This is an optimization exercise on Yosys and OpenROAD, whose aim is small area, not a production implementation. Function was not checked in any run shown here: the RTL went through the layout flow alone.

**flow/config.mk**
```make
export PLATFORM = sky130hd
export DESIGN_NAME = sqrt
export DESIGN_NICKNAME = sqrt
export VERILOG_FILES = /design/flow/design.v
export SDC_FILE = /design/flow/constraint.sdc
export NUM_CORES = 4
export LEC_CHECK = 0
export CAP_MARGIN = 20
export CORE_MARGIN = 2
export CORE_UTILIZATION = 40
export SLEW_MARGIN = 20
```
**flow/constraint.sdc**
```tcl
create_clock -name core_clock -period 5.0 [get_ports {clk}]
set_input_delay 1.0000 -clock core_clock [delete_from_list [all_inputs] [get_ports {clk}]]
set_output_delay 1.0000 -clock core_clock [all_outputs]
set_load 0.01 [all_outputs]
```
**flow/design.v**
```verilog
`timescale 1ps / 1ps
module sqrt
#(
    parameter integer D_W = 32
)
(
    input  wire                clk,
    input  wire                rst,
    input  wire                enable,
    input  wire                in_valid,
    input  wire [D_W-1:0]      qin,
    output wire                out_valid,
    output wire [(D_W>>1)-1:0] qout
);
reg [3:0] v;
always @(posedge clk) begin
    if (rst) v <= 4'd0;
    else if (enable) v <= {v[2:0], in_valid};
end
assign out_valid = v[3];
wire [3:0] a0 = qin[31:28];
wire [4:0] u0_1 = {1'b0, a0} - 5'd1;
wire [4:0] u0_2 = {1'b0, a0} - 5'd4;
wire [4:0] u0_3 = {1'b0, a0} - 5'd9;
wire c0_1 = ~u0_1[4];
wire c0_2 = ~u0_2[4];
wire c0_3 = ~u0_3[4];
wire [1:0] d0 = {c0_2, c0_3 | (c0_1 & ~c0_2)};
wire [1:0] q2 = d0;
wire [2:0] r2 = c0_3 ? u0_3[2:0] : c0_2 ? u0_2[2:0] : c0_1 ? u0_1[2:0] : a0[2:0];
wire [6:0] a2 = {r2, qin[27:24]};
wire [7:0] u2_1 = {1'b0, a2} - {2'b00, q2, 3'b001};
wire [7:0] u2_2 = {1'b0, a2} - {1'b0, q2, 4'b0100};
wire [7:0] u2_3 = {1'b0, a2} - {1'b0, q2, 4'b1001} - {2'b00, q2, 3'b000};
wire c2_1 = ~u2_1[7];
wire c2_2 = ~u2_2[7];
wire c2_3 = ~u2_3[7];
wire [1:0] d2 = {c2_2, c2_3 | (c2_1 & ~c2_2)};
wire [3:0] q4 = {q2, d2};
wire [4:0] r4 = c2_3 ? u2_3[4:0] : c2_2 ? u2_2[4:0] : c2_1 ? u2_1[4:0] : a2[4:0];
wire [6:0] a4 = {r4, qin[23:22]};
wire [7:0] t4 = {1'b0, a4} - {2'b00, q4, 2'b01};
wire ge4 = ~t4[7];
wire [4:0] q5 = {q4, ge4};
wire [5:0] r5 = ge4 ? t4[5:0] : a4[5:0];
reg [4:0] q_s0;
reg [5:0] r_s0;
reg [21:0] x_s0;
always @(posedge clk) begin
    if (enable) begin
        q_s0 <= q5;
        r_s0 <= r5;
        x_s0 <= qin[21:0];
    end
end
wire [9:0] a5 = {r_s0, x_s0[21:18]};
wire [10:0] u5_1 = {1'b0, a5} - {2'b00, q_s0, 3'b001};
wire [10:0] u5_2 = {1'b0, a5} - {1'b0, q_s0, 4'b0100};
wire [10:0] u5_3 = {1'b0, a5} - {1'b0, q_s0, 4'b1001} - {2'b00, q_s0, 3'b000};
wire c5_1 = ~u5_1[10];
wire c5_2 = ~u5_2[10];
wire c5_3 = ~u5_3[10];
wire [1:0] d5 = {c5_2, c5_3 | (c5_1 & ~c5_2)};
wire [6:0] q7 = {q_s0, d5};
wire [7:0] r7 = c5_3 ? u5_3[7:0] : c5_2 ? u5_2[7:0] : c5_1 ? u5_1[7:0] : a5[7:0];
wire [9:0] a7 = {r7, x_s0[17:16]};
wire [10:0] t7 = {1'b0, a7} - {2'b00, q7, 2'b01};
wire ge7 = ~t7[10];
wire [7:0] q8 = {q7, ge7};
wire [8:0] r8 = ge7 ? t7[8:0] : a7[8:0];
reg [7:0] q_s1;
reg [8:0] r_s1;
reg [15:0] x_s1;
always @(posedge clk) begin
    if (enable) begin
        q_s1 <= q8;
        r_s1 <= r8;
        x_s1 <= x_s0[15:0];
    end
end
wire [12:0] a8 = {r_s1, x_s1[15:12]};
wire [13:0] u8_1 = {1'b0, a8} - {2'b00, q_s1, 3'b001};
wire [13:0] u8_2 = {1'b0, a8} - {1'b0, q_s1, 4'b0100};
wire [13:0] u8_3 = {1'b0, a8} - {1'b0, q_s1, 4'b1001} - {2'b00, q_s1, 3'b000};
wire c8_1 = ~u8_1[13];
wire c8_2 = ~u8_2[13];
wire c8_3 = ~u8_3[13];
wire [1:0] d8 = {c8_2, c8_3 | (c8_1 & ~c8_2)};
wire [9:0] q10 = {q_s1, d8};
wire [10:0] r10 = c8_3 ? u8_3[10:0] : c8_2 ? u8_2[10:0] : c8_1 ? u8_1[10:0] : a8[10:0];
wire [12:0] a10 = {r10, x_s1[11:10]};
wire [13:0] t10 = {1'b0, a10} - {2'b00, q10, 2'b01};
wire ge10 = ~t10[13];
wire [10:0] q11 = {q10, ge10};
wire [11:0] r11 = ge10 ? t10[11:0] : a10[11:0];
reg [10:0] q_s2;
reg [11:0] r_s2;
reg [9:0] x_s2;
always @(posedge clk) begin
    if (enable) begin
        q_s2 <= q11;
        r_s2 <= r11;
        x_s2 <= x_s1[9:0];
    end
end
wire [15:0] a11 = {r_s2, x_s2[9:6]};
wire [16:0] u11_1 = {1'b0, a11} - {2'b00, q_s2, 3'b001};
wire [16:0] u11_2 = {1'b0, a11} - {1'b0, q_s2, 4'b0100};
wire [16:0] u11_3 = {1'b0, a11} - {1'b0, q_s2, 4'b1001} - {2'b00, q_s2, 3'b000};
wire c11_1 = ~u11_1[16];
wire c11_2 = ~u11_2[16];
wire c11_3 = ~u11_3[16];
wire [1:0] d11 = {c11_2, c11_3 | (c11_1 & ~c11_2)};
wire [12:0] q13 = {q_s2, d11};
wire [13:0] r13 = c11_3 ? u11_3[13:0] : c11_2 ? u11_2[13:0] : c11_1 ? u11_1[13:0] : a11[13:0];
wire [15:0] a13 = {r13, x_s2[5:4]};
wire [16:0] t13 = {1'b0, a13} - {2'b00, q13, 2'b01};
wire ge13 = ~t13[16];
wire [13:0] q14 = {q13, ge13};
wire [14:0] r14 = ge13 ? t13[14:0] : a13[14:0];
reg [13:0] q_s3;
reg [14:0] r_s3;
reg [3:0] x_s3;
always @(posedge clk) begin
    if (enable) begin
        q_s3 <= q14;
        r_s3 <= r14;
        x_s3 <= x_s2[3:0];
    end
end
wire [18:0] a14 = {r_s3, x_s3[3:0]};
wire [19:0] u14_1 = {1'b0, a14} - {2'b00, q_s3, 3'b001};
wire [19:0] u14_2 = {1'b0, a14} - {1'b0, q_s3, 4'b0100};
wire [19:0] u14_3 = {1'b0, a14} - {1'b0, q_s3, 4'b1001} - {2'b00, q_s3, 3'b000};
wire c14_1 = ~u14_1[19];
wire c14_2 = ~u14_2[19];
wire c14_3 = ~u14_3[19];
wire [1:0] d14 = {c14_2, c14_3 | (c14_1 & ~c14_2)};
wire [15:0] q16 = {q_s3, d14};
assign qout = q16;
endmodule
```
**flow/run.sh**
```bash
#!/bin/bash
# synth_recipe.tcl (not shown) runs the flow's synth.tcl, then flattens the netlist and writes it again
# the make line also repeats each setting of config.mk as NAME=value (left out here)
make -C /OpenROAD-flow-scripts/flow DESIGN_CONFIG=/design/flow/config.mk WORK_HOME=/design/flow/orfs CLKGATE_MAP_FILE= SYNTH_SCRIPT=/design/flow/synth_recipe.tcl finish
```
==> run_results.csv, run 1 <==
group,metric,value,unit
run_status,status,"finished with violations",
run_status,violations,"setup timing",
floorplan,core_area,31700,um^2
worst_setup_path,required,5.17,ns
routing,vias_per_cell,5.29,
synth,synth_edf_count,132,
synth,ys_warn_count,1,
worst_setup_path,cp_max_fo,7,
synth,synth_area,13000,um^2
global_routing,busiest_layer,"met2",
global_routing,track_usage,0.197,
synth,postSynthAreaPerCell,10.1,um^2
synth,ys.flop_type,"edfxtp_1",
global_routing,grt_pass1_vias,10736,
sta,tightest_slew,1.02,ns
global_routing,met3_usage,0.0224,
synth,synth-seq-cells,136,
global_routing,antenna_found_initial,0,
clock_network,cts_tree,"built",
layout,final_cell_count_no_fill,2038,
clock_network,cts_sinks,136,
place,dp_cells,1962,
floorplan,row_count,65,
routing,routedWlPerCell,16.2,um
worst_setup_path,crit_path_end_kind,"flop",
layout,nNetsFinal,1880,
global_routing,grt_pass1_wl,53200,um
routing,drc,0,
clock_network,numCtsBuffers,17,
synth,async_flop_share,0,
routing,ant_nets,0,
sta,skew,0.0125,ns
routing,drt_first_pass_iters,7,
floorplan,io_pins,53,
place,port_buffers,52,
global_routing,grt_max_degree,112,
clock_network,cts_hold_buf,0,
synth,synth.distinct_cells,82,
layout,design_area,17300,um^2
run,drv_cap,0,
layout,drive_above_1_share,0.290,
clock_network,root_buffer,"clkbuf_16",
routing,via_count,10790,
clock_network,htree_levels,4,
global_routing,met1_usage,0.256,
clock_network,clkLatencyLatePin,0.43,ns
floorplan,dieArea,33800,um^2
hold_path,hold_class,"reg2reg",
worst_setup_path,cp-startpoint,"q_s2[5]",
synth,syn_inst,1284,
worst_setup_path,criticalPathCategory,"reg2reg",
floorplan,start_util,0.408,
sta,relSlewSlack,0.318,
clock_network,cts_buffer_depth,2,
layout,final_common_cell,"buf_4",
sta,drv_slew,0,
sta,finalSetupViolCount,8,
sta,clock.fmax,0.196,GHz
sta,fin_ws,-0.113,ns
place,place.gp.congestion,0.930,
place,dp_hpwl,26200,um
layout,final_util,0.545,
layout,area_growth,33.4,%
hold_path,hp-start,"x_s2[2]",
clock_network,clk_pin_slew,0.06,ns
place,dpl_worst_slack,-0.494,ns
global_routing,overflow,0,
sta,period_share,1.02,
layout,diodes,0,
worst_setup_path,worstReg2RegStart,"q_s2[5]",
layout,mostFrequentLayoutCells,"buf_4, ha_1, edfxtp_1",
sta,min_period,5.11,ns
floorplan,fp.dieH,184,um
floorplan,die_w,184,um
synth,synth-seq-area-share,0.312,
worst_setup_path,worstPathArrival,5.28,ns
synth,synth_nets,1540,
place,placedInstanceArea,15800,um^2
worst_setup_path,start_kind,"flop",
routing,dr.first_iter.drc_count,489,
sta,finalHoldViolCount,0,
routing,postRouteWirelength,32900,um
sta,rsz0062_at_grt,"yes",
global_routing,use_met2,0.350,
==> logic make-up after synthesis <==
kind of cell | synth area share
adder cells (fa/ha/maj) | 0.232
flip-flops | 0.312
XOR/XNOR | 0.0717
buffers and inverters | 0.0444
AO/OA/AOI/OAI | 0.175
multiplexers | 0.0526
AND/OR/NAND/NOR | 0.112
==> state kept, by name, indices dropped and copies added (netlist names) <==
name  flops
x_s1     16
q_s3     14
v         4
r_s3     15
x_s0     22
q_s1      8
q_s0      5
r_s2     12
x_s3      4
q_s2     11
r_s0      6
r_s1      9
x_s2     10
==> timing repair <==
action / CTS / global route
endpoints found under the setup margin: 32 / 44
cloned: 1 / 0
resized for setup: 35 / 101
pin swaps: 18 / 31
setup buffers: 15 / 30
==> path summary, 6_finish.rpt <==
check                           endpoint  slack (ns)  cells after the start
worst max-delay path             r_s3[8]       -0.11                     21
worst max register to register   r_s3[8]       -0.11                     21
worst min-delay path             x_s3[2]        0.42                      0
worst min register to register   x_s3[2]        0.42                      0
==> critical path, cell delays in order, from the launching register on <==
cell	delay, ns
edfxtp_1	0.47
inv_2	0.15
fa_1	0.44
ha_1	0.32
a21oi_1	0.23
o21ai_2	0.14
a31oi_4	0.18
o21a_4	0.19
a21boi_4	0.20
inv_2	0.07
mux2i_4	0.21
ha_4	0.23
or2_4	0.23
o311a_4	0.14
o21ai_4	0.17
a21oi_2	0.08
o21a_1	0.20
a41o_1	0.23
nor4b_4	0.34
buf_4	0.18
clkbuf_16	0.16
mux2_4	0.29
==> cell type report <==
type / count / area, um^2
Tap cell: 402 / 503
Fill cell: 2774 / 14400
Sequential cell: 136 / 4040
Timing Repair Buffer: 348 / 2820
Clock inverter: 12 / 151
Multi-Input combinational cell: 1004 / 8890
Clock buffer: 19 / 433
Inverter: 117 / 442
==> synthesized netlist by cell type (all sizes together) (6+ instances only) <==
cell type	count	area, um^2
or3	9	61.3
a31o	7	61.3
edfxtp	132	3960
mux2i	25	250
nor2	78	293
a211oi	20	150
o22ai	6	37.5
nor3	34	170
o211ai	20	150
o21a	28	211
nand3	17	85.1
nor2b	8	50.1
clkbuf	15	57.6
a21oi	81	405
a31oi	9	56.3
nor4	12	111
o21ai	70	350
nand2	59	224
xor2	37	324
and3	8	50.1
ha	186	2330
xnor2	69	604
nand4	8	50.1
fa	34	681
nand2b	25	156
buf	12	78.8
a21o	22	165
mux2	35	432
a2111oi	8	82.6
inv	117	439
==> per-layer routing <==
metal	vias to the layer above	part of all wire
met1	5129	0.46
met5	-	0
met3	26	0.029
met4	0	0.013
met2	179	0.50
li1	5456	-
==> metrics by stage <==
stage | hold slack (ns) | setup TNS, ns
global placement | 0.400 | -5.06
finish | 0.418 | -0.566
global route | 0.421 | -3.65
floorplan | 0.400 | -0.819
detailed placement | 0.405 | -7.95
CTS | 0.418 | -2.45
==> inputs of run 2 (changes only) <==
--- a/flow/design.v
+++ b/flow/design.v
@@ -28,16 +28,16 @@
 wire [1:0] d0 = {c0_2, c0_3 | (c0_1 & ~c0_2)};
 wire [1:0] q2 = d0;
 wire [2:0] r2 = c0_3 ? u0_3[2:0] : c0_2 ? u0_2[2:0] : c0_1 ? u0_1[2:0] : a0[2:0];
-wire [6:0] a2 = {r2, qin[27:24]};
-wire [7:0] u2_1 = {1'b0, a2} - {2'b00, q2, 3'b001};
-wire [7:0] u2_2 = {1'b0, a2} - {1'b0, q2, 4'b0100};
-wire [7:0] u2_3 = {1'b0, a2} - {1'b0, q2, 4'b1001} - {2'b00, q2, 3'b000};
-wire c2_1 = ~u2_1[7];
-wire c2_2 = ~u2_2[7];
-wire c2_3 = ~u2_3[7];
-wire [1:0] d2 = {c2_2, c2_3 | (c2_1 & ~c2_2)};
-wire [3:0] q4 = {q2, d2};
-wire [4:0] r4 = c2_3 ? u2_3[4:0] : c2_2 ? u2_2[4:0] : c2_1 ? u2_1[4:0] : a2[4:0];
+wire [4:0] a2 = {r2, qin[27:26]};
+wire [5:0] t2 = {1'b0, a2} - {2'b00, q2, 2'b01};
+wire ge2 = ~t2[5];
+wire [2:0] q3 = {q2, ge2};
+wire [3:0] r3 = ge2 ? t2[3:0] : a2[3:0];
+wire [5:0] a3 = {r3, qin[25:24]};
+wire [6:0] t3 = {1'b0, a3} - {2'b00, q3, 2'b01};
+wire ge3 = ~t3[6];
+wire [3:0] q4 = {q3, ge3};
+wire [4:0] r4 = ge3 ? t3[4:0] : a3[4:0];
 wire [6:0] a4 = {r4, qin[23:22]};
 wire [7:0] t4 = {1'b0, a4} - {2'b00, q4, 2'b01};
 wire ge4 = ~t4[7];
==> run 2 against run 1 <==
  * Still fails the layout checks on setup timing
  * Cell count is essentially flat
  * Worst hold slack is essentially flat
  * Critical path type unchanged
  * Critical endpoint is now r_s3[3]
  * Highest routed layer unchanged
==> run_results.csv, run 2 <==
group,metric,value,unit
synth,synth_most_common_cell,"ha_1",
layout,regArea,4040,um^2
worst_setup_path,start_kind,"flop",
floorplan,io_pins,53,
worst_setup_path,worstPathArrival,5.44,ns
global_routing,track_usage,0.190,
layout,drive_above_1_share,0.311,
worst_setup_path,crit_path_cell_trace,"inv_2 -> fa_1 -> ha_4 -> and3_4 -> a221oi_4 -> a21oi_2 -> a41oi_2 -> a31oi_4 -> buf_6 -> nor2_4 -> a21oi_4 -> xnor2_2 -> ha_4 -> or3_4 -> o211ai_1 -> buf_4 -> a311oi_2 -> o21ai_1 -> nand2b_1 -> a211oi_2 -> o311ai_4 -> clkbuf_16 -> mux2_2",
clock_network,cts_buffer_depth,2,
worst_setup_path,rrSetupSlack,-0.27,ns
layout,nNetsFinal,1881,
clock_network,cts_sinks,136,
sta,clock.fmax,0.190,GHz
floorplan,fp.dieH,181,um
synth,synth_area,12500,um^2
place,dp_hpwl,24800,um
worst_setup_path,path_buf_inv,4,
routing,routedWlPerCell,15.3,um
synth,synth-seq-area-share,0.323,
routing,ant_nets,0,
worst_setup_path,cpPeakStageDelay,0.59,ns
synth,postSynthAreaPerCell,10.0,um^2
clock_network,root_buffer,"clkbuf_16",
clock_network,clkLatencyLatePin,0.43,ns
sta,relSlewSlack,0.518,
synth,ys.flop_type,"edfxtp_1",
synth,synth_top_area_share,0.316,
clock_network,cts_tree,"built",
hold_path,hold_class,"reg2reg",
clock_network,htree_levels,4,
synth,yosysTopAreaCell,"edfxtp_1",
routing,dr.first_iter.drc_count,413,
routing,vias_per_cell,5.18,
layout,top_register,"x_s0",
global_routing,grt_max_degree,76,
synth,syn_inst,1249,
clock_network,numCtsBuffers,17,
worst_setup_path,critPathSlowestCell,"fa_1",
run,drv_cap,0,
global_routing,grt_pass1_wl,50600,um
routing,via_count,10557,
synth,synth_common_cells,"ha_1, edfxtp_1, inv_1",
worst_setup_path,crit_path_end_kind,"flop",
worst_setup_path,cp_top_family,"compound AO/OA/AOI/OAI gates",
sta,min_period,5.27,ns
routing,drt_first_pass_iters,4,
layout,area_growth,36.9,%
layout,diodes,0,
routing,drc,0,
worst_setup_path,reg2reg_to,"r_s3[3]",
sta,tightest_slew,0.723,ns
clock_network,clk_pin_slew,0.06,ns
synth,synth.distinct_cells,75,
worst_setup_path,criticalPathCategory,"reg2reg",
sta,drv_slew,0,
floorplan,row_count,64,
layout,fill_cells,2699,
sta,fin_ws,-0.266,ns
global_routing,grt_pass1_vias,10548,
floorplan,start_util,0.408,
layout,mostFrequentLayoutCells,"buf_4, ha_1, edfxtp_1",
place,port_buffers,52,
layout,final_util,0.558,
sta,finalHoldViolCount,0,
worst_setup_path,worstReg2RegStart,"q_s2[3]",
worst_setup_path,cp-startpoint,"q_s2[3]",
floorplan,die_w,181,um
worst_setup_path,crit_top_cell,"ha_4",
floorplan,dieArea,32800,um^2
global_routing,overflow,0,
sta,skew,0.0110,ns
layout,multiInputGateArea,8500,um^2
sta,rsz0062_at_grt,"yes",
synth,synth_edf_count,132,
layout,final_common_cell,"buf_4",
synth,async_flop_share,0,
global_routing,antenna_found_initial,0,
worst_setup_path,crit_cells,23,
worst_setup_path,worstSetupEndpoint,"r_s3[3]",
synth,synth_nets,1499,
place,place.gp.congestion,0.910,
layout,largest_reg_flops,22,
sta,finalSetupViolCount,16,
synth,synth_area_leaders,"edfxtp_1, ha_1, fa_1, xnor2_1, a21oi_1",
run_status,status,"finished with violations",
floorplan,core_area,30700,um^2
worst_setup_path,r2r_cells,23,
run_status,violations,"setup timing",
routing,postRouteWirelength,31200,um
synth,ys_warn_count,1,
sta,whs,0.418,ns
layout,largestRegisters,"x_s0: 22 flops, x_s1: 16 flops, r_s3: 15 flops",
worst_setup_path,required,5.18,ns
sta,period_share,1.05,
worst_setup_path,cp_max_fo,7,
clock_network,cts_hold_buf,0,
synth,synth-seq-cells,136,
run 2: changes by cell type after synthesis, moves of 6 or more:
cell / delta
a31oi_1: +6
nand2_1: +6
nor2_1: +8
or2_2: +8
inv_1: -11
nor3_1: -7
mux2i_1: -9
mux2_1: -7
ha_1: -6
run 2: worst min path at each step:
stage             start  endpoint  depth (start not counted)
6_report        x_s0[3]   x_s1[3]                          0
5_1_grt         x_s1[6]   x_s2[6]                          0
4_1_cts        x_s0[11]  x_s1[11]                          0
3_5_place_dp   x_s0[11]  x_s1[11]                          0
3_3_place_gp    x_s0[1]   x_s1[1]                          0
2_1_floorplan   x_s0[0]   x_s1[0]                          0
run 2: through the flow:
| stage | setup slack [ns] | area [um^2] | instances | setup TNS, ns |
|---|---|---|---|---|
| 2_1_floorplan | -0.0187 | 12700 | 1249 | -0.0187 |
| 6_report | -0.266 | 17200 | 2040 | -3.94 |
| 5_1_grt | -0.527 | 17200 | 2040 | -8.18 |
| 3_3_place_gp | -0.532 | 15800 | 1974 | -10.48 |
| 4_1_cts | -0.395 | 16800 | 2020 | -5.84 |
| 3_5_place_dp | -0.735 | 15800 | 1974 | -13.30 |
run 2: logic make-up after synthesis:
logic type                 after synthesis  share of synthesized area
and+or+nand+nor                        287                      0.111
xor gates and xnor gates               101                     0.0706
adders and majority gates              214                      0.234
DFF                                    136                      0.323
muxes                                   45                     0.0409
AOI/OAI and AO/OA                      335                      0.179
buffers and inverters                  131                     0.0418
run 2: layout make-up:
type | count | share of cell area
sequential | 136 | 0.236
clock buffer | 17 | 0.0248
timing repair buffer | 385 | 0.180
inverter | 108 | 0.0246
tap | 396 | 0.0289
multi-input combinational | 983 | 0.495
clock inverter | 15 | 0.0111
run 2: repair_timing:
action,4_1_cts,5_1_grt
pin swaps,24,40
gates cloned,1,2
setup buffers,13,18
setup endpoints to repair,44,46
resized for setup,50,66
run 2: metal layers:
| metal | global-route usage | wire length (um) | share of wire | up-vias |
|---|---|---|---|---|
| met3 | 0.0250 | 729 | 0.023 | 40 |
| met1 | 0.239 | 14100 | 0.45 | 4981 |
| met4 | 0.0663 | 745 | 0.024 | 0 |
| met2 | 0.335 | 15600 | 0.50 | 150 |
| met5 | 0 | 0 | 0 | - |
| li1 | - | - | - | 5386 |
==> inputs of run 3 (changes only) <==
--- a/flow/design.v
+++ b/flow/design.v
@@ -28,16 +28,16 @@
 wire [1:0] d0 = {c0_2, c0_3 | (c0_1 & ~c0_2)};
 wire [1:0] q2 = d0;
 wire [2:0] r2 = c0_3 ? u0_3[2:0] : c0_2 ? u0_2[2:0] : c0_1 ? u0_1[2:0] : a0[2:0];
-wire [4:0] a2 = {r2, qin[27:26]};
-wire [5:0] t2 = {1'b0, a2} - {2'b00, q2, 2'b01};
-wire ge2 = ~t2[5];
-wire [2:0] q3 = {q2, ge2};
-wire [3:0] r3 = ge2 ? t2[3:0] : a2[3:0];
-wire [5:0] a3 = {r3, qin[25:24]};
-wire [6:0] t3 = {1'b0, a3} - {2'b00, q3, 2'b01};
-wire ge3 = ~t3[6];
-wire [3:0] q4 = {q3, ge3};
-wire [4:0] r4 = ge3 ? t3[4:0] : a3[4:0];
+wire [6:0] a2 = {r2, qin[27:24]};
+wire [7:0] u2_1 = {1'b0, a2} - {2'b00, q2, 3'b001};
+wire [7:0] u2_2 = {1'b0, a2} - {1'b0, q2, 4'b0100};
+wire [7:0] u2_3 = {1'b0, a2} - {1'b0, q2, 4'b1001} - {2'b00, q2, 3'b000};
+wire c2_1 = ~u2_1[7];
+wire c2_2 = ~u2_2[7];
+wire c2_3 = ~u2_3[7];
+wire [1:0] d2 = {c2_2, c2_3 | (c2_1 & ~c2_2)};
+wire [3:0] q4 = {q2, d2};
+wire [4:0] r4 = c2_3 ? u2_3[4:0] : c2_2 ? u2_2[4:0] : c2_1 ? u2_1[4:0] : a2[4:0];
 wire [6:0] a4 = {r4, qin[23:22]};
 wire [7:0] t4 = {1'b0, a4} - {2'b00, q4, 2'b01};
 wire ge4 = ~t4[7];
==> flow/flow/run.sh (new file) <==
#!/bin/bash
# Own layout flow: the standard ORFS flow with two changes.
#  1. Synthesis is synth_recipe.tcl (the standard synthesis) except that its
#     ABC pass uses flow/area.abc, an area-oriented mapping script (dch +
#     map -a, then ABC's usual timing-driven buffering and sizing), instead of
#     ORFS's abc_speed.script.  Registers are not touched by ABC.
#  2. The port buffers are the smallest buffer cell (buf_1).
# Every tool's output goes to run.log here; ORFS's per-step logs stay under
# orfs/logs/.
set -euo pipefail
cd "$(dirname "$0")/.."
work=$(pwd)
cat > my_synth.tcl <<EOT
proc abc {args} {
  set i [lsearch -exact \$args -script]
  if {\$i >= 0} { lset args [expr {\$i + 1}] $work/flow/area.abc }
  yosys abc {*}\$args
}
source $work/synth_recipe.tcl
EOT
bash standard.sh SYNTH_SCRIPT=$work/my_synth.tcl \
  BUFFER_PORTS_ARGS="-buffer_cell sky130_fd_sc_hd__buf_1" finish > run.log 2>&1
==> flow/flow/area.abc (new file) <==
strash
dch
map -a
topo
stime -c
buffer -c
upsize -c
dnsize -c
==> flow/standard.sh (new file) <==
#!/bin/bash
# synth_recipe.tcl (not shown) runs the flow's synth.tcl, then flattens the netlist and writes it again
# the make line also repeats each setting of config.mk as NAME=value (left out here)
make -C /OpenROAD-flow-scripts/flow DESIGN_CONFIG=/design/flow/config.mk WORK_HOME=/design/flow/orfs CLKGATE_MAP_FILE= SYNTH_SCRIPT=/design/flow/synth_recipe.tcl "${@:-finish}"
--- a/flow/config.mk
+++ b/flow/config.mk
@@ -8,4 +8,5 @@
 export CAP_MARGIN = 20
 export CORE_MARGIN = 2
 export CORE_UTILIZATION = 40
+export CTS_BUF_LIST = sky130_fd_sc_hd__clkbuf_8
 export SLEW_MARGIN = 20
removed: flow/run.sh
==> run 3 against run 2 <==
  * Still fails the layout checks on setup timing
  * Via count rose by 0.20%
  * Synthesized cell count rose by 13%
  * Wire length fell by 5.3%
  * Register-to-register slack improved by 0.03 ns
==> run_results.csv, run 3 <==
group,metric,value,unit
worst_setup_path,required,5.22,ns
run,drv_cap,0,
synth,ys_warn_count,1,
sta,min_period,5.23,ns
routing,routedWlPerCell,14.2,um
routing,wl_met1,13300,um
global_routing,grt_pass1_wl,48700,um
synth,postSynthAreaPerCell,8.88,um^2
synth,synth.distinct_cells,68,
layout,drive_above_1_share,0.217,
floorplan,dieArea,32800,um^2
sta,skew,0.0220,ns
worst_setup_path,critPathSlowestCell,"edfxtp_1",
floorplan,core_area,30700,um^2
routing,vias_per_cell,5.07,
floorplan,die_w,181,um
routing,ant_nets,0,
layout,final_cell_count_no_fill,2088,
worst_setup_path,criticalPathCategory,"reg2reg",
place,place.gp.congestion,0.943,
worst_setup_path,cp-startpoint,"q_s2[1]",
floorplan,io_pins,53,
synth,synth_area_leaders,"edfxtp_1, ha_1, inv_1, a21oi_1, fa_1",
synth,synth_top_area_share,0.316,
floorplan,start_util,0.408,
synth,synth_nets,1669,
synth,ys.flop_type,"edfxtp_1",
sta,finalHoldViolCount,0,
sta,period_share,1.05,
sta,relSlewSlack,0.355,
clock_network,clk_pin_slew,0.10,ns
routing,met2_length,14800,um
clock_network,root_buffer,"clkbuf_8",
sta,clock.fmax,0.191,GHz
sta,rsz0062_at_grt,"yes",
synth,async_flop_share,0,
global_routing,antenna_found_initial,0,
run_status,violations,"setup timing",
global_routing,grt_pass1_vias,10414,
floorplan,fp.dieH,181,um
routing,drc,0,
run_status,status,"finished with violations",
routing,via_count,10578,
place,port_buffers,52,
sta,finalSetupViolCount,16,
layout,fill_cells,2921,
synth,synth_edf_count,132,
clock_network,cts_buffer_depth,2,
routing,dr.first_iter.drc_count,424,
worst_setup_path,cp_max_fo,7,
sta,fin_ws,-0.234,ns
layout,largest_reg_flops,22,
worst_setup_path,worstPathArrival,5.45,ns
worst_setup_path,crit_path_end_kind,"flop",
hold_path,hold_class,"reg2reg",
clock_network,numCtsBuffers,17,
worst_setup_path,worstReg2RegStart,"q_s2[1]",
synth,synth_most_common_cell,"inv_1",
global_routing,track_usage,0.182,
layout,area_growth,23.7,%
synth,synth_common_cells,"inv_1, ha_1, a21oi_1",
layout,final_common_cell,"buf_4",
layout,top_register,"x_s0",
routing,postRouteWirelength,29600,um
layout,diodes,0,
sta,drv_slew,0,
clock_network,htree_levels,4,
synth,synth_area,12500,um^2
worst_setup_path,start_kind,"flop",
clock_network,cts_sinks,136,
synth,synth-seq-area-share,0.322,
layout,nNetsFinal,1935,
place,dp_cells,2024,
synth,syn_inst,1413,
global_routing,overflow,0,
worst_setup_path,cpPeakStageDelay,0.45,ns
clock_network,clkLatencyLatePin,0.46,ns
routing,drt_first_pass_iters,5,
clock_network,cts_hold_buf,0,
synth,yosysTopAreaCell,"edfxtp_1",
routing,dr.max_layer_used,"met4",
global_routing,grt_max_degree,73,
sta,tightest_slew,0.967,ns
hold_path,hp-start,"x_s0[2]",
floorplan,row_count,64,
layout,final_util,0.504,
place,dp_hpwl,23800,um
layout,largestRegisters,"x_s0: 22 flops, x_s1: 16 flops, r_s3: 15 flops",
synth,synth-seq-cells,136,
layout,mostFrequentLayoutCells,"buf_4, inv_1, ha_1",
clock_network,cts_tree,"built",
routing,wl_met3,732,um
==> run 3: kinds of logic after synthesis <==
group                    after synthesis  share of synthesized area
AO/OA/AOI/OAI                        354                      0.171
AND/OR/NAND/NOR                      372                      0.129
buffers and inverters                245                     0.0773
XOR/XNOR                              86                     0.0601
adder cells (fa/ha/maj)              220                      0.240
flip-flops                           136                      0.322
==> run 3: worst max-delay path, delay by kind of cell, from the launching register on <==
kind | cells | cell delay, ns
AND/OR/NAND/NOR | 13 | 1.19
flip-flops | 1 | 0.45
adder cells (fa/ha/maj) | 3 | 1.07
buffers and inverters | 6 | 0.76
AO/OA/AOI/OAI | 9 | 1.52
==> run 3: final cells by class <==
type | instances | area, um^2 | share of cell area
multi-input cells | 1034 | 7850 | 0.506
clock inverters | 15 | 196 | 0.0127
repair inverters | 1 | 6.26 | 0.000403
repair buffers | 261 | 1810 | 0.117
well taps | 396 | 495 | 0.0319
inverters | 228 | 877 | 0.0565
clock buffers | 17 | 234 | 0.0151
flip-flops and latches | 136 | 4040 | 0.261
==> run 3: per-stage QoR <==
| stage | cell area, um^2 | hold WS [ns] | worst slack, ns | setup TNS (ns) |
|---|---|---|---|---|
| 2_1_floorplan | 12600 | 0.400 | -0.127 | -0.849 |
| 3_3_place_gp | 14500 | 0.401 | -0.169 | -2.02 |
| 3_5_place_dp | 14500 | 0.405 | -0.314 | -5.03 |
| 4_1_cts | 15200 | 0.417 | -0.192 | -2.61 |
| 5_1_grt | 15500 | 0.428 | -0.611 | -9.37 |
| 6_report | 15500 | 0.419 | -0.234 | -3.42 |
==> run 3: metal layers <==
| layer | vias to the layer above | global-route usage |
|---|---|---|
| met5 | - | 0 |
| met3 | 44 | 0.0224 |
| met2 | 146 | 0.328 |
| met4 | 0 | 0.0634 |
| li1 | 5446 | - |
| met1 | 4942 | 0.225 |
==> run 3: final timing paths <==
path,to,slack [ns],cells past startpoint
hold reg to reg,x_s1[2],0.42,0
hold / removal,x_s1[2],0.42,0
setup reg to reg,r_s3[9],-0.23,31
setup / recovery,r_s3[9],-0.23,31
==> run 3: what timing repair did <==
item,in CTS,in global routing
gates cloned,3,1
setup buffers,18,11
setup endpoints to repair,27,45
hold endpoints to repair,0,0
resized for setup,25,60
pin swaps,8,18
==> inputs of run 4 (changes only) <==
==> flow/design.v (replaced) <==
`timescale 1ps / 1ps
module sqrt
#(
    parameter integer D_W = 32
)
(
    input  wire                clk,
    input  wire                rst,
    input  wire                enable,
    input  wire                in_valid,
    input  wire [D_W-1:0]      qin,
    output wire                out_valid,
    output wire [(D_W>>1)-1:0] qout
);
reg [3:0] v;
always @(posedge clk) begin
    if (rst) v <= 4'd0;
    else if (enable) v <= {v[2:0], in_valid};
end
assign out_valid = v[3];
wire [1:0] a0 = qin[31:30];
wire [1:0] t0 = a0 - 2'd1;
wire ge0 = a0 != 2'd0;
wire [0:0] q1 = ge0;
wire [1:0] r1 = ge0 ? t0[1:0] : a0[1:0];
wire [3:0] a1 = {r1, qin[29:28]};
wire [4:0] t1 = {1'b0, a1} - {2'b00, q1, 2'b01};
wire ge1 = ~t1[4];
wire [1:0] q2 = {q1, ge1};
wire [2:0] r2 = ge1 ? t1[2:0] : a1[2:0];
wire [4:0] a2 = {r2, qin[27:26]};
wire [5:0] t2 = {1'b0, a2} - {2'b00, q2, 2'b01};
wire ge2 = ~t2[5];
wire [2:0] q3 = {q2, ge2};
wire [3:0] r3 = ge2 ? t2[3:0] : a2[3:0];
wire [5:0] a3 = {r3, qin[25:24]};
wire [6:0] t3 = {1'b0, a3} - {2'b00, q3, 2'b01};
wire ge3 = ~t3[6];
wire [3:0] q4 = {q3, ge3};
wire [4:0] r4 = ge3 ? t3[4:0] : a3[4:0];
wire [6:0] a4 = {r4, qin[23:22]};
wire [7:0] t4 = {1'b0, a4} - {2'b00, q4, 2'b01};
wire ge4 = ~t4[7];
wire [4:0] q5 = {q4, ge4};
wire [5:0] r5 = ge4 ? t4[5:0] : a4[5:0];
reg [4:0] q_s0;
reg [5:0] r_s0;
reg [21:0] x_s0;
always @(posedge clk) begin
    if (enable) begin
        q_s0 <= q5;
        r_s0 <= r5;
        x_s0 <= qin[21:0];
    end
end
wire [7:0] a5 = {r_s0, x_s0[21:20]};
wire [8:0] t5 = {1'b0, a5} - {2'b00, q_s0, 2'b01};
wire ge5 = ~t5[8];
wire [5:0] q6 = {q_s0, ge5};
wire [6:0] r6 = ge5 ? t5[6:0] : a5[6:0];
wire [8:0] a6 = {r6, x_s0[19:18]};
wire [9:0] t6 = {1'b0, a6} - {2'b00, q6, 2'b01};
wire ge6 = ~t6[9];
wire [6:0] q7 = {q6, ge6};
wire [7:0] r7 = ge6 ? t6[7:0] : a6[7:0];
wire [9:0] a7 = {r7, x_s0[17:16]};
wire [10:0] t7 = {1'b0, a7} - {2'b00, q7, 2'b01};
wire ge7 = ~t7[10];
wire [7:0] q8 = {q7, ge7};
wire [8:0] r8 = ge7 ? t7[8:0] : a7[8:0];
reg [7:0] q_s1;
reg [8:0] r_s1;
reg [15:0] x_s1;
always @(posedge clk) begin
    if (enable) begin
        q_s1 <= q8;
        r_s1 <= r8;
        x_s1 <= x_s0[15:0];
    end
end
wire [10:0] a8 = {r_s1, x_s1[15:14]};
wire [11:0] t8 = {1'b0, a8} - {2'b00, q_s1, 2'b01};
wire ge8 = ~t8[11];
wire [8:0] q9 = {q_s1, ge8};
wire [9:0] r9 = ge8 ? t8[9:0] : a8[9:0];
wire [11:0] a9 = {r9, x_s1[13:12]};
wire [12:0] t9 = {1'b0, a9} - {2'b00, q9, 2'b01};
wire ge9 = ~t9[12];
wire [9:0] q10 = {q9, ge9};
wire [10:0] r10 = ge9 ? t9[10:0] : a9[10:0];
wire [12:0] a10 = {r10, x_s1[11:10]};
wire [13:0] t10 = {1'b0, a10} - {2'b00, q10, 2'b01};
wire ge10 = ~t10[13];
wire [10:0] q11 = {q10, ge10};
wire [11:0] r11 = ge10 ? t10[11:0] : a10[11:0];
reg [10:0] q_s2;
reg [11:0] r_s2;
reg [9:0] x_s2;
always @(posedge clk) begin
    if (enable) begin
        q_s2 <= q11;
        r_s2 <= r11;
        x_s2 <= x_s1[9:0];
    end
end
wire [13:0] a11 = {r_s2, x_s2[9:8]};
wire [14:0] t11 = {1'b0, a11} - {2'b00, q_s2, 2'b01};
wire ge11 = ~t11[14];
wire [11:0] q12 = {q_s2, ge11};
wire [12:0] r12 = ge11 ? t11[12:0] : a11[12:0];
wire [14:0] a12 = {r12, x_s2[7:6]};
wire [15:0] t12 = {1'b0, a12} - {2'b00, q12, 2'b01};
wire ge12 = ~t12[15];
wire [12:0] q13 = {q12, ge12};
wire [13:0] r13 = ge12 ? t12[13:0] : a12[13:0];
wire [15:0] a13 = {r13, x_s2[5:4]};
wire [16:0] t13 = {1'b0, a13} - {2'b00, q13, 2'b01};
wire ge13 = ~t13[16];
wire [13:0] q14 = {q13, ge13};
wire [14:0] r14 = ge13 ? t13[14:0] : a13[14:0];
reg [13:0] q_s3;
reg [14:0] r_s3;
reg [3:0] x_s3;
always @(posedge clk) begin
    if (enable) begin
        q_s3 <= q14;
        r_s3 <= r14;
        x_s3 <= x_s2[3:0];
    end
end
wire [18:0] a14 = {r_s3, x_s3[3:0]};
wire [19:0] u14_1 = {1'b0, a14} - {2'b00, q_s3, 3'b001};
wire [19:0] u14_2 = {1'b0, a14} - {1'b0, q_s3, 4'b0100};
wire [19:0] u14_3 = {1'b0, a14} - {1'b0, q_s3, 4'b1001} - {2'b00, q_s3, 3'b000};
wire c14_1 = ~u14_1[19];
wire c14_2 = ~u14_2[19];
wire c14_3 = ~u14_3[19];
wire [1:0] d14 = {c14_2, c14_3 | (c14_1 & ~c14_2)};
wire [15:0] q16 = {q_s3, d14};
assign qout = q16;
endmodule
==> run 4 against run 3 <==
  * The layout still fails its checks (setup timing)
  * Via count shrank 14%
  * Sequential cell count stayed put
  * Worst setup slack improved by 0.084 ns
  * Critical path depth is 1 lower
  * Fmax rose by 1.6%
  * Critical path type unchanged
  * Largest cell class unchanged
==> run_results.csv, run 4 <==
group,metric,value,unit
run_status,status,"finished with violations",
run_status,violations,"setup timing",
floorplan,die_w,168,um
hold_path,min_path_cells,0,
clock_network,numCtsBuffers,17,
global_routing,overflow,0,
global_routing,track_usage,0.189,
clock_network,clk_pin_slew,0.10,ns
worst_setup_path,cp-startpoint,"r_s2[1]",
clock_network,htree_levels,4,
layout,drive_above_1_share,0.297,
synth,async_flop_share,0,
place,port_buffers,52,
synth,synth_area,10700,um^2
clock_network,cts_hold_buf,0,
routing,routedWlPerCell,14.6,um
sta,skew,0.0236,ns
layout,final_util,0.545,
sta,finalHoldViolCount,0,
worst_setup_path,critPathSlowestCell,"or4_4",
sta,period_share,1.03,
worst_setup_path,worstSetupEndpoint,"r_s3[12]",
routing,via_count,9137,
layout,largestRegisters,"x_s0: 22 flops, x_s1: 16 flops, r_s3: 15 flops",
worst_setup_path,start_kind,"flop",
routing,drt_first_pass_iters,5,
routing,vias_per_cell,5.01,
clock_network,cts_sinks,136,
synth,ys.flop_type,"edfxtp_1",
synth,synth_edf_count,132,
sta,drv_slew,0,
clock_network,cts_buffer_depth,2,
floorplan,core_area,26200,um^2
worst_setup_path,worstReg2RegStart,"r_s2[1]",
routing,postRouteWirelength,26700,um
routing,dr.first_iter.drc_count,571,
routing,drc,0,
worst_setup_path,reg2reg_to,"r_s3[12]",
sta,relSlewSlack,0.309,
floorplan,start_util,0.410,
synth,synth-seq-cells,136,
worst_setup_path,worstPathArrival,5.38,ns
synth,postSynthAreaPerCell,9.07,um^2
hold_path,hold_class,"reg2reg",
synth,synth_most_common_cell,"inv_1",
layout,final_common_cell,"buf_4",
synth,yosysTopAreaCell,"edfxtp_1",
synth,synth_nets,1378,
layout,area_growth,33.0,%
global_routing,grt_max_degree,74,
place,dpl_worst_slack,-0.282,ns
worst_setup_path,required,5.23,ns
synth,syn_inst,1183,
layout,top_register,"x_s0",
place,place.gp.congestion,0.889,
clock_network,root_buffer,"clkbuf_8",
worst_setup_path,crit_path_end_kind,"flop",
global_routing,grt_pass1_wl,42700,um
clock_network,cts_tree,"built",
worst_setup_path,criticalPathCategory,"reg2reg",
global_routing,antenna_found_initial,0,
worst_setup_path,crit_top_cell,"a21oi_2",
floorplan,fp.dieH,168,um
layout,nNetsFinal,1672,
floorplan,dieArea,28200,um^2
layout,diodes,0,
worst_setup_path,cpPeakStageDelay,0.46,ns
sta,clock.fmax,0.194,GHz
worst_setup_path,r2r_cells,30,
place,dp_hpwl,20500,um
sta,finalSetupViolCount,15,
routing,ant_nets,0,
sta,fin_ws,-0.149,ns
global_routing,grt_pass1_vias,8855,
floorplan,io_pins,53,
sta,tns,-1.29,ns
run,drv_cap,0,
worst_setup_path,rrSetupSlack,-0.15,ns
synth,synth-seq-area-share,0.377,
synth,synth.distinct_cells,62,
clock_network,clkLatencyLatePin,0.46,ns
layout,mostFrequentLayoutCells,"buf_4, inv_1, edfxtp_1",
sta,tightest_slew,1.04,ns
floorplan,row_count,59,
synth,synth_top_area_share,0.369,
layout,largest_reg_flops,22,
sta,rsz0062_at_grt,"yes",
sta,min_period,5.15,ns
synth,ys_warn_count,1,
worst_setup_path,cp_max_fo,7,
synth,synth_common_cells,"inv_1, ha_1, a21oi_1",
synth,synth_area_leaders,"edfxtp_1, ha_1, a21oi_1, inv_1, xor2_1",
run 4: area by class of cell:
cell class,count,area (um^2)
clock inverter,15,191
inverter,176,678
sequential,136,4040
clock buffer,17,234
fill,2365,11900
timing repair buffer,291,2070
multi-input combinational,855,6640
tap,335,419
run 4: cell families (layout without fill, tap and decap cells):
family / after synthesis / count (layout) / share of synthesized area
AND/OR/NAND/NOR: 308 / 308 / 0.125
AO/OA/AOI/OAI: 297 / 297 / 0.159
buffers and inverters: 192 / 499 / 0.0698
adder cells (fa/ha/maj): 159 / 159 / 0.194
flip-flops: 136 / 136 / 0.377
XOR/XNOR: 88 / 88 / 0.0718
multiplexers: 3 / 3 / 0.00280
run 4: through the flow:
step	hold slack, ns	cells	cell area, um^2
2_1_floorplan	0.400	1183	10800
3_3_place_gp	0.400	1743	12700
3_5_place_dp	0.405	1743	12700
5_1_grt	0.431	1825	14300
4_1_cts	0.416	1791	13600
6_report	0.422	1825	14300
run 4: how the worst min path moves through the flow:
stage                 start       to  slack, ns
CTS                 x_s0[1]  x_s1[1]       0.42
global route        x_s0[6]  x_s1[6]       0.43
floorplan           x_s0[0]  x_s1[0]       0.40
detailed placement  x_s1[5]  x_s2[5]       0.40
finish              x_s1[6]  x_s2[6]       0.42
global placement    x_s2[0]  x_s3[0]       0.40
run 4: repair_timing:
action                                  4_1_cts  5_1_grt
endpoints found under the setup margin       34       45
setup buffers                                16       34
pin swaps                                    24       42
gates cloned                                  1        1
resized for setup                            64      126
run 4: critical path, delay by kind of cell, from the launching register on:
family | cells | cell delay [ns]
flops | 1 | 0.43
buf+inv | 5 | 0.57
simple gates | 11 | 1.61
fa+ha+maj | 3 | 0.86
xor+xnor | 1 | 0.19
compound gates | 10 | 1.26
run 4: layer usage:
metal | routed length (um) | track usage | vias to the layer above
met5 | 0 | 0 | -
met4 | 415 | 0.0518 | 0
met3 | 753 | 0.0235 | 27
met2 | 13500 | 0.339 | 147
met1 | 12100 | 0.240 | 4271
li1 | - | - | 4692
==> inputs of run 5 (changes only) <==
--- a/flow/design.v
+++ b/flow/design.v
@@ -113,29 +113,29 @@
 wire ge12 = ~t12[15];
 wire [12:0] q13 = {q12, ge12};
 wire [13:0] r13 = ge12 ? t12[13:0] : a12[13:0];
-wire [15:0] a13 = {r13, x_s2[5:4]};
-wire [16:0] t13 = {1'b0, a13} - {2'b00, q13, 2'b01};
-wire ge13 = ~t13[16];
-wire [13:0] q14 = {q13, ge13};
-wire [14:0] r14 = ge13 ? t13[14:0] : a13[14:0];
-reg [13:0] q_s3;
-reg [14:0] r_s3;
-reg [3:0] x_s3;
+reg [12:0] q_s3;
+reg [13:0] r_s3;
+reg [5:0] x_s3;
 always @(posedge clk) begin
     if (enable) begin
-        q_s3 <= q14;
-        r_s3 <= r14;
-        x_s3 <= x_s2[3:0];
+        q_s3 <= q13;
+        r_s3 <= r13;
+        x_s3 <= x_s2[5:0];
     end
 end
-wire [18:0] a14 = {r_s3, x_s3[3:0]};
-wire [19:0] u14_1 = {1'b0, a14} - {2'b00, q_s3, 3'b001};
-wire [19:0] u14_2 = {1'b0, a14} - {1'b0, q_s3, 4'b0100};
-wire [19:0] u14_3 = {1'b0, a14} - {1'b0, q_s3, 4'b1001} - {2'b00, q_s3, 3'b000};
-wire c14_1 = ~u14_1[19];
-wire c14_2 = ~u14_2[19];
-wire c14_3 = ~u14_3[19];
-wire [1:0] d14 = {c14_2, c14_3 | (c14_1 & ~c14_2)};
-wire [15:0] q16 = {q_s3, d14};
+wire [17:0] a13 = {r_s3, x_s3[5:2]};
+wire [18:0] u13_1 = {1'b0, a13} - {2'b00, q_s3, 3'b001};
+wire [18:0] u13_2 = {1'b0, a13} - {1'b0, q_s3, 4'b0100};
+wire [18:0] u13_3 = {1'b0, a13} - {1'b0, q_s3, 4'b1001} - {2'b00, q_s3, 3'b000};
+wire c13_1 = ~u13_1[18];
+wire c13_2 = ~u13_2[18];
+wire c13_3 = ~u13_3[18];
+wire [1:0] d13 = {c13_2, c13_3 | (c13_1 & ~c13_2)};
+wire [14:0] q15 = {q_s3, d13};
+wire [15:0] r15 = c13_3 ? u13_3[15:0] : c13_2 ? u13_2[15:0] : c13_1 ? u13_1[15:0] : a13[15:0];
+wire [17:0] a15 = {r15, x_s3[1:0]};
+wire [18:0] t15 = {1'b0, a15} - {2'b00, q15, 2'b01};
+wire ge15 = ~t15[18];
+wire [15:0] q16 = {q15, ge15};
 assign qout = q16;
 endmodule
==> run 5 against run 4 <==
  * Still fails the layout checks on setup timing
  * Register-to-register slack better by 0.41 ns
  * Synthesized cell count rose by 12%
==> run_results.csv, run 5 <==
group,metric,value,unit
run_status,status,"finished with violations",
run_status,violations,"setup timing",
synth,yosysTopAreaCell,"edfxtp_1",
synth,synth_top_area_share,0.344,
synth,synth_nets,1520,
worst_setup_path,reg2reg_to,"r_s2[0]",
synth,synth.distinct_cells,64,
clock_network,cts_buffer_depth,2,
layout,largest_reg_flops,22,
place,port_buffers,52,
layout,mostFrequentLayoutCells,"inv_1, buf_4, nand2_1",
clock_network,numCtsBuffers,17,
worst_setup_path,cp_max_fo,4,
synth,postSynthAreaPerCell,8.70,um^2
worst_setup_path,worstReg2RegStart,"r_s1[0]",
clock_network,root_buffer,"clkbuf_8",
synth,synth_area,11500,um^2
worst_setup_path,criticalPathCategory,"reg2out",
hold_path,hold_class,"reg2reg",
routing,drt_first_pass_iters,5,
sta,whs,0.412,ns
sta,finalSetupViolCount,1,
sta,relSlewSlack,0.442,
sta,fin_ws,-0.561,ns
global_routing,antenna_found_initial,0,
synth,synth-seq-cells,136,
layout,top_register,"x_s0",
floorplan,core_area,28500,um^2
clock_network,clk_pin_slew,0.08,ns
synth,ys_warn_count,1,
routing,met2_length,13800,um
layout,nNetsFinal,1745,
worst_setup_path,worstPathArrival,4.56,ns
synth,synth_most_common_cell,"inv_1",
clock_network,htree_levels,4,
routing,routedWlPerCell,13.7,um
place,place.gp.congestion,0.872,
sta,drv_slew,0,
synth,synth_edf_count,132,
worst_setup_path,worstSetupEndpoint,"qout[0]",
global_routing,grt_pass1_wl,43700,um
floorplan,dieArea,30200,um^2
global_routing,overflow,0,
floorplan,io_pins,53,
global_routing,grt_max_degree,83,
global_routing,grt_pass1_vias,9476,
sta,tightest_slew,0.837,ns
clock_network,clkLatencyLatePin,0.46,ns
worst_setup_path,crit_path_end_kind,"primary output",
synth,ys.flop_type,"edfxtp_1",
layout,fill_cells,2741,
layout,regArea,4040,um^2
routing,wl_met3,607,um
synth,synth-seq-area-share,0.351,
sta,period_share,1.11,
sta,rsz0062_at_grt,"yes",
routing,wl_met1,11800,um
layout,multiInputGateArea,6990,um^2
run,drv_cap,0,
floorplan,fp.dieH,174,um
worst_setup_path,start_kind,"flop",
layout,area_growth,23.5,%
global_routing,track_usage,0.178,
place,dp_cells,1901,
routing,vias_per_cell,4.93,
routing,dr.first_iter.drc_count,526,
place,dp_hpwl,21500,um
clock_network,cts_tree,"built",
layout,final_common_cell,"inv_1",
place,placedInstanceArea,13300,um^2
layout,final_cell_count_no_fill,1946,
floorplan,start_util,0.403,
sta,skew,0.0142,ns
routing,via_count,9592,
worst_setup_path,required,4.00,ns
synth,syn_inst,1324,
routing,dr.max_layer_used,"met4",
worst_setup_path,r2r_cells,24,
sta,min_period,5.56,ns
synth,async_flop_share,0,
synth,synth_area_leaders,"edfxtp_1, ha_1, xor2_1, a21oi_1, inv_1",
routing,ant_nets,0,
layout,drive_above_1_share,0.208,
floorplan,die_w,174,um
synth,synth_common_cells,"inv_1, a21oi_1, ha_1",
routing,postRouteWirelength,26700,um
clock_network,cts_sinks,136,
worst_setup_path,rrSetupSlack,0.26,ns
sta,clock.fmax,0.180,GHz
worst_setup_path,cp-startpoint,"r_s3[1]",
floorplan,row_count,62,
routing,drc,0,
sta,finalHoldViolCount,0,
layout,diodes,0,
layout,largestRegisters,"x_s0: 22 flops, x_s1: 16 flops, r_s3: 14 flops",
layout,design_area,14200,um^2
run 5: cell count changes in the layout (fill, tap and decap cells not counted), sizes merged, moves of 4 or more:
| cell | change |
|---|---|
| buf | -65 |
| o21ai | +4 |
| nor2 | +14 |
| inv | +24 |
| a21oi | +29 |
| nand2 | +26 |
| xnor2 | -5 |
| xor2 | +24 |
| o31ai | +5 |
| nand4 | +4 |
| a211oi | +5 |
| o211ai | +7 |
| nor3 | -6 |
run 5: metrics by stage:
stage	setup TNS (ns)	setup slack, ns	utilization
floorplan	0	0.0142	-
global placement	-0.378	-0.303	0.467
detailed placement	-0.838	-0.372	0.467
CTS	-0.537	-0.537	0.484
global route	-0.980	-0.907	0.498
finish	-0.561	-0.561	0.498
run 5: what timing repair did:
item                       4_1_cts  5_1_grt
hold buffers                     0        0
cloned                           0        1
setup endpoints to repair       13       35
setup buffers                    2       10
pin swaps                        5       33
resized for setup               19       73
run 5: routing by layer:
layer	track usage	vias up
li1	-	5013
met1	0.213	4402
met2	0.325	144
met3	0.0243	33
met4	0.0606	0
met5	0	-
run 5: worst max-delay path, stage by stage (launching register included):
cell	delay, ns
edfxtp_1	0.45
buf_4	0.16
buf_4	0.14
fa_1	0.44
ha_1	0.36
a21oi_1	0.15
o21ai_0	0.14
nand2_1	0.10
o211ai_1	0.08
nand2_1	0.07
nand3_1	0.08
buf_4	0.17
o21ai_0	0.15
nand2_1	0.09
xor2_1	0.15
ha_1	0.30
nand3_1	0.07
nor2_1	0.14
a21oi_2	0.08
o221ai_2	0.17
nand4_1	0.15
a21oi_2	0.16
o21ai_1	0.09
nand3b_1	0.09
buf_2	0.13
run 5: cell type report:
| cell class | count | area share |
|---|---|---|
| multi-input combinational | 966 | 0.492 |
| sequential | 136 | 0.284 |
| timing repair buffer | 226 | 0.108 |
| inverter | 201 | 0.0538 |
| tap | 384 | 0.0338 |
| clock buffer | 18 | 0.0174 |
| clock inverter | 14 | 0.0105 |
| timing repair inverter | 1 | 0.000528 |
run 5: logic make-up (layout without fill, tap and decap cells):
family	count (synthesis)	after routing	share of synthesized area
flops	136	136	0.351
xor+xnor	107	107	0.0827
fa+ha+maj	160	160	0.182
compound gates	346	346	0.173
buf+inv	222	460	0.0747
mux	5	5	0.00435
simple gates	348	348	0.132
run 5: worst min path at each step:
stage               startpoint       end  slack, ns  depth (start not counted)
floorplan              x_s0[0]   x_s1[0]       0.40                          0
global placement       x_s1[1]   x_s2[1]       0.40                          0
detailed placement    x_s0[11]  x_s1[11]       0.40                          0
CTS                    x_s0[8]   x_s1[8]       0.41                          0
global route           x_s2[0]   x_s3[0]       0.42                          0
finish                 x_s0[8]   x_s1[8]       0.41                          0
==> inputs of run 6 (changes only) <==
==> flow/design.v (replaced) <==
`timescale 1ps / 1ps
module sqrt
#(
    parameter integer D_W = 32
)
(
    input  wire                clk,
    input  wire                rst,
    input  wire                enable,
    input  wire                in_valid,
    input  wire [D_W-1:0]      qin,
    output wire                out_valid,
    output wire [(D_W>>1)-1:0] qout
);
reg [4:0] v;
always @(posedge clk) begin
    if (rst) v <= 5'd0;
    else if (enable) v <= {v[3:0], in_valid};
end
assign out_valid = v[4];
wire [1:0] a0 = qin[31:30];
wire [1:0] t0 = a0 - 2'd1;
wire ge0 = a0 != 2'd0;
wire [0:0] q1 = ge0;
wire [1:0] r1 = ge0 ? t0[1:0] : a0[1:0];
wire [3:0] a1 = {r1, qin[29:28]};
wire [4:0] t1 = {1'b0, a1} - {2'b00, q1, 2'b01};
wire ge1 = ~t1[4];
wire [1:0] q2 = {q1, ge1};
wire [2:0] r2 = ge1 ? t1[2:0] : a1[2:0];
wire [4:0] a2 = {r2, qin[27:26]};
wire [5:0] t2 = {1'b0, a2} - {2'b00, q2, 2'b01};
wire ge2 = ~t2[5];
wire [2:0] q3 = {q2, ge2};
wire [3:0] r3 = ge2 ? t2[3:0] : a2[3:0];
wire [5:0] a3 = {r3, qin[25:24]};
wire [6:0] t3 = {1'b0, a3} - {2'b00, q3, 2'b01};
wire ge3 = ~t3[6];
wire [3:0] q4 = {q3, ge3};
wire [4:0] r4 = ge3 ? t3[4:0] : a3[4:0];
wire [6:0] a4 = {r4, qin[23:22]};
wire [7:0] t4 = {1'b0, a4} - {2'b00, q4, 2'b01};
wire ge4 = ~t4[7];
wire [4:0] q5 = {q4, ge4};
wire [5:0] r5 = ge4 ? t4[5:0] : a4[5:0];
reg [4:0] q_s0;
reg [5:0] r_s0;
reg [21:0] x_s0;
always @(posedge clk) begin
    if (enable) begin
        q_s0 <= q5;
        r_s0 <= r5;
        x_s0 <= qin[21:0];
    end
end
wire [7:0] a5 = {r_s0, x_s0[21:20]};
wire [8:0] t5 = {1'b0, a5} - {2'b00, q_s0, 2'b01};
wire ge5 = ~t5[8];
wire [5:0] q6 = {q_s0, ge5};
wire [6:0] r6 = ge5 ? t5[6:0] : a5[6:0];
wire [8:0] a6 = {r6, x_s0[19:18]};
wire [9:0] t6 = {1'b0, a6} - {2'b00, q6, 2'b01};
wire ge6 = ~t6[9];
wire [6:0] q7 = {q6, ge6};
wire [7:0] r7 = ge6 ? t6[7:0] : a6[7:0];
reg [6:0] q_s1;
reg [7:0] r_s1;
reg [17:0] x_s1;
always @(posedge clk) begin
    if (enable) begin
        q_s1 <= q7;
        r_s1 <= r7;
        x_s1 <= x_s0[17:0];
    end
end
wire [9:0] a7 = {r_s1, x_s1[17:16]};
wire [10:0] t7 = {1'b0, a7} - {2'b00, q_s1, 2'b01};
wire ge7 = ~t7[10];
wire [7:0] q8 = {q_s1, ge7};
wire [8:0] r8 = ge7 ? t7[8:0] : a7[8:0];
wire [10:0] a8 = {r8, x_s1[15:14]};
wire [11:0] t8 = {1'b0, a8} - {2'b00, q8, 2'b01};
wire ge8 = ~t8[11];
wire [8:0] q9 = {q8, ge8};
wire [9:0] r9 = ge8 ? t8[9:0] : a8[9:0];
wire [11:0] a9 = {r9, x_s1[13:12]};
wire [12:0] t9 = {1'b0, a9} - {2'b00, q9, 2'b01};
wire ge9 = ~t9[12];
wire [9:0] q10 = {q9, ge9};
wire [10:0] r10 = ge9 ? t9[10:0] : a9[10:0];
reg [9:0] q_s2;
reg [10:0] r_s2;
reg [11:0] x_s2;
always @(posedge clk) begin
    if (enable) begin
        q_s2 <= q10;
        r_s2 <= r10;
        x_s2 <= x_s1[11:0];
    end
end
wire [12:0] a10 = {r_s2, x_s2[11:10]};
wire [13:0] t10 = {1'b0, a10} - {2'b00, q_s2, 2'b01};
wire ge10 = ~t10[13];
wire [10:0] q11 = {q_s2, ge10};
wire [11:0] r11 = ge10 ? t10[11:0] : a10[11:0];
wire [13:0] a11 = {r11, x_s2[9:8]};
wire [14:0] t11 = {1'b0, a11} - {2'b00, q11, 2'b01};
wire ge11 = ~t11[14];
wire [11:0] q12 = {q11, ge11};
wire [12:0] r12 = ge11 ? t11[12:0] : a11[12:0];
reg [11:0] q_s3;
reg [12:0] r_s3;
reg [7:0] x_s3;
always @(posedge clk) begin
    if (enable) begin
        q_s3 <= q12;
        r_s3 <= r12;
        x_s3 <= x_s2[7:0];
    end
end
wire [14:0] a12 = {r_s3, x_s3[7:6]};
wire [15:0] t12 = {1'b0, a12} - {2'b00, q_s3, 2'b01};
wire ge12 = ~t12[15];
wire [12:0] q13 = {q_s3, ge12};
wire [13:0] r13 = ge12 ? t12[13:0] : a12[13:0];
wire [15:0] a13 = {r13, x_s3[5:4]};
wire [16:0] t13 = {1'b0, a13} - {2'b00, q13, 2'b01};
wire ge13 = ~t13[16];
wire [13:0] q14 = {q13, ge13};
wire [14:0] r14 = ge13 ? t13[14:0] : a13[14:0];
reg [13:0] q_s4;
reg [14:0] r_s4;
reg [3:0] x_s4;
always @(posedge clk) begin
    if (enable) begin
        q_s4 <= q14;
        r_s4 <= r14;
        x_s4 <= x_s3[3:0];
    end
end
wire [18:0] a14 = {r_s4, x_s4[3:0]};
wire [19:0] u14_1 = {1'b0, a14} - {2'b00, q_s4, 3'b001};
wire [19:0] u14_2 = {1'b0, a14} - {1'b0, q_s4, 4'b0100};
wire [19:0] u14_3 = {1'b0, a14} - {1'b0, q_s4, 4'b1001} - {2'b00, q_s4, 3'b000};
wire c14_1 = ~u14_1[19];
wire c14_2 = ~u14_2[19];
wire c14_3 = ~u14_3[19];
wire [1:0] d14 = {c14_2, c14_3 | (c14_1 & ~c14_2)};
wire [15:0] q16 = {q_s4, d14};
assign qout = q16;
endmodule
--- a/flow/config.mk
+++ b/flow/config.mk
@@ -9,4 +9,5 @@
 export CORE_MARGIN = 2
 export CORE_UTILIZATION = 40
 export CTS_BUF_LIST = sky130_fd_sc_hd__clkbuf_8
+export GPL_TIMING_DRIVEN = 0
 export SLEW_MARGIN = 20
==> run 6 against run 5 <==
  * The run now finishes clean
  * Register-to-register slack got worse by 0.12 ns
  * Synthesized cell count down 10%
  * Clock skew increased by 0.00088 ns
  * Clock-buffer cell count is 1 lower
  * Critical endpoint is now r_s2[0]
  * Sequential share of layout area is 8.8 points higher
  * Sequential cell count increased by 34
  * Cell count down 13%
  * Fmax is 14% higher
  * Die area up 2.2%
  * Worst setup slack improved by 0.70 ns
==> run_results.csv, run 6 <==
group,metric,value,unit
synth,synth_nets,1381,
worst_setup_path,rrSetupSlack,0.14,ns
worst_setup_path,worstPathArrival,5.17,ns
floorplan,start_util,0.408,
sta,drv_slew,0,
global_routing,overflow,0,
clock_network,numCtsBuffers,17,
worst_setup_path,criticalPathCategory,"reg2reg",
routing,dr.first_iter.drc_count,277,
sta,tightest_slew,0.729,ns
routing,vias_per_cell,4.86,
floorplan,die_w,176,um
worst_setup_path,cpPeakStageDelay,0.43,ns
routing,drt_first_pass_iters,5,
routing,postRouteWirelength,22200,um
synth,async_flop_share,0,
hold_path,hp-start,"x_s0[14]",
sta,min_period,4.86,ns
layout,largest_reg_flops,22,
synth,synth_most_common_cell,"inv_1",
layout,fill_cells,2705,
hold_path,hold_class,"reg2reg",
layout,diodes,0,
layout,nNetsFinal,1495,
clock_network,cts_tree,"built",
layout,largestRegisters,"x_s0: 22 flops, x_s1: 18 flops, r_s4: 15 flops",
floorplan,io_pins,53,
clock_network,clk_pin_slew,0.09,ns
synth,synth-seq-cells,170,
sta,finalHoldViolCount,0,
floorplan,core_area,28900,um^2
synth,synth-seq-area-share,0.429,
worst_setup_path,r2r_cells,29,
hold_path,min_to,"x_s1[14]",
place,dpl_worst_slack,-0.859,ns
run_status,status,"finished clean",
sta,finalSetupViolCount,0,
routing,drc,0,
synth,yosysTopAreaCell,"edfxtp_1",
worst_setup_path,worstReg2RegStart,"q_s1[3]",
layout,final_common_cell,"inv_1",
layout,design_area,13600,um^2
synth,synth.distinct_cells,64,
hold_path,min_path_cells,0,
worst_setup_path,critPathSlowestCell,"edfxtp_1",
place,port_buffers,52,
floorplan,dieArea,30800,um^2
worst_setup_path,reg2reg_to,"r_s2[0]",
[run 6: cell types whose count changed after synthesis, moves of 6 or more]
cell,change
nand2_1,-49
o21ai_0,-35
a21oi_1,-34
edfxtp_1,+33
xor2_1,-19
nor2_1,-14
inv_1,-10
o211ai_1,-6
o21bai_1,+6
o31ai_1,-6
[run 6: worst max-delay path by stage]
stage,endpoint,depth (start not counted),start
after detailed placement,r_s2[1],26,q_s1[2]
after global placement,v[3],5,enable
after floorplan,r_s2[10],27,q_s1[1]
after CTS,r_s2[5],29,q_s1[3]
final,r_s2[0],29,q_s1[3]
after global routing,r_s2[5],30,q_s1[3]
[run 6: final cells by class]
| class | instances | area [um^2] | area share |
|---|---|---|---|
| plain buffers | 14 | 120 | 0.00886 |
| clock buffers | 17 | 234 | 0.0173 |
| clock inverters | 14 | 161 | 0.0119 |
| inverters | 190 | 723 | 0.0533 |
| multi-input cells | 813 | 6190 | 0.456 |
| flip-flops and latches | 170 | 5050 | 0.373 |
| well taps | 384 | 480 | 0.0354 |
| repair buffers | 94 | 599 | 0.0442 |
[run 6: repair_timing]
action                     in CTS  in global routing
gates resized for setup        21                 69
cloned                          0                  2
buffers inserted                6                 30
pin swaps                       6                 23
setup endpoints to repair      12                 40
hold buffers                    0                  0
[run 6: cell families (layout without fill, tap and decap cells)]
group / count (synthesis) / in the layout / share of synthesized area
AO/OA/AOI/OAI: 279 / 279 / 0.147
AND/OR/NAND/NOR: 279 / 280 / 0.106
buffers and inverters: 204 / 329 / 0.0684
flip-flops: 170 / 170 / 0.429
adder cells (fa/ha/maj): 159 / 159 / 0.177
XOR/XNOR: 90 / 90 / 0.0682
multiplexers: 5 / 5 / 0.00425
[run 6: critical path: cells and delay by family, from the launching register on]
family	cells	cell delay [ns]
buffers and inverters	8	0.95
and+or+nand+nor	10	1.03
DFF	1	0.43
adders and majority gates	3	0.84
xor gates and xnor gates	2	0.42
AOI/OAI and AO/OA	6	1.02
[run 6: metrics by stage]
| step | util | setup TNS [ns] | hold WS, ns | instances |
|---|---|---|---|---|
| 2_1_floorplan | - | 0 | 0.400 | 1186 |
| 3_3_place_gp | 0.432 | -471.96 | 0.401 | 1622 |
| 3_5_place_dp | 0.435 | -9.97 | 0.405 | 1627 |
| 4_1_cts | 0.452 | 0 | 0.425 | 1664 |
| 5_1_grt | 0.470 | -1.00 | 0.425 | 1696 |
| 6_report | 0.470 | 0 | 0.423 | 1696 |
[run 6: routing by layer]
| layer | global-route usage | part of all wire | wire length (um) |
|---|---|---|---|
| met1 | 0.179 | 0.45 | 9970 |
| met2 | 0.255 | 0.50 | 11000 |
| met3 | 0.0255 | 0.025 | 546 |
| met4 | 0.0551 | 0.029 | 641 |
| met5 | 0 | 0 | 0 |

afterwards: timing with drivers on the ports:
Ports are ideal in the flow. The routed layouts listed here were re-timed in OpenROAD.
Step 1: set_driving_cell puts a clkbuf_16 on clk and a buf_2 on each other input, an assumption about the parent block.
Step 2, shift: input delay + t, output delay - t, t = (earliest + latest rising clock arrival at the registers) / 2. This alone moves slack from input paths to output paths.
Slacks: ideal ports / drivers / drivers and shift; pairs: ideal ports / drivers.
run	t (ns)	slack for setup (ns)	worst setup path after step 2	latest minus earliest clock arrival (ns)
run 1	0.466	-0.113 / -0.113 / -0.113	register to register	0.013 / 0.013
run 2	0.474	-0.266 / -0.266 / -0.266	register to register	0.013 / 0.012
run 3	0.489	-0.234 / -0.234 / -0.234	register to register	0.022 / 0.022
run 4	0.492	-0.149 / -0.149 / -0.149	register to register	0.024 / 0.024
run 5	0.497	-0.561 / -0.605 / -0.108	register to output	0.015 / 0.015
run 6	0.502	0.140 / 0.140 / -0.124	input to register	0.016 / 0.015
With both steps, setup timing fails in run 6, where it was met with ideal ports. For run 6, which loses most, drivers alone change the setup slack by 0.000 ns; drivers and shift together by -0.264 ns.
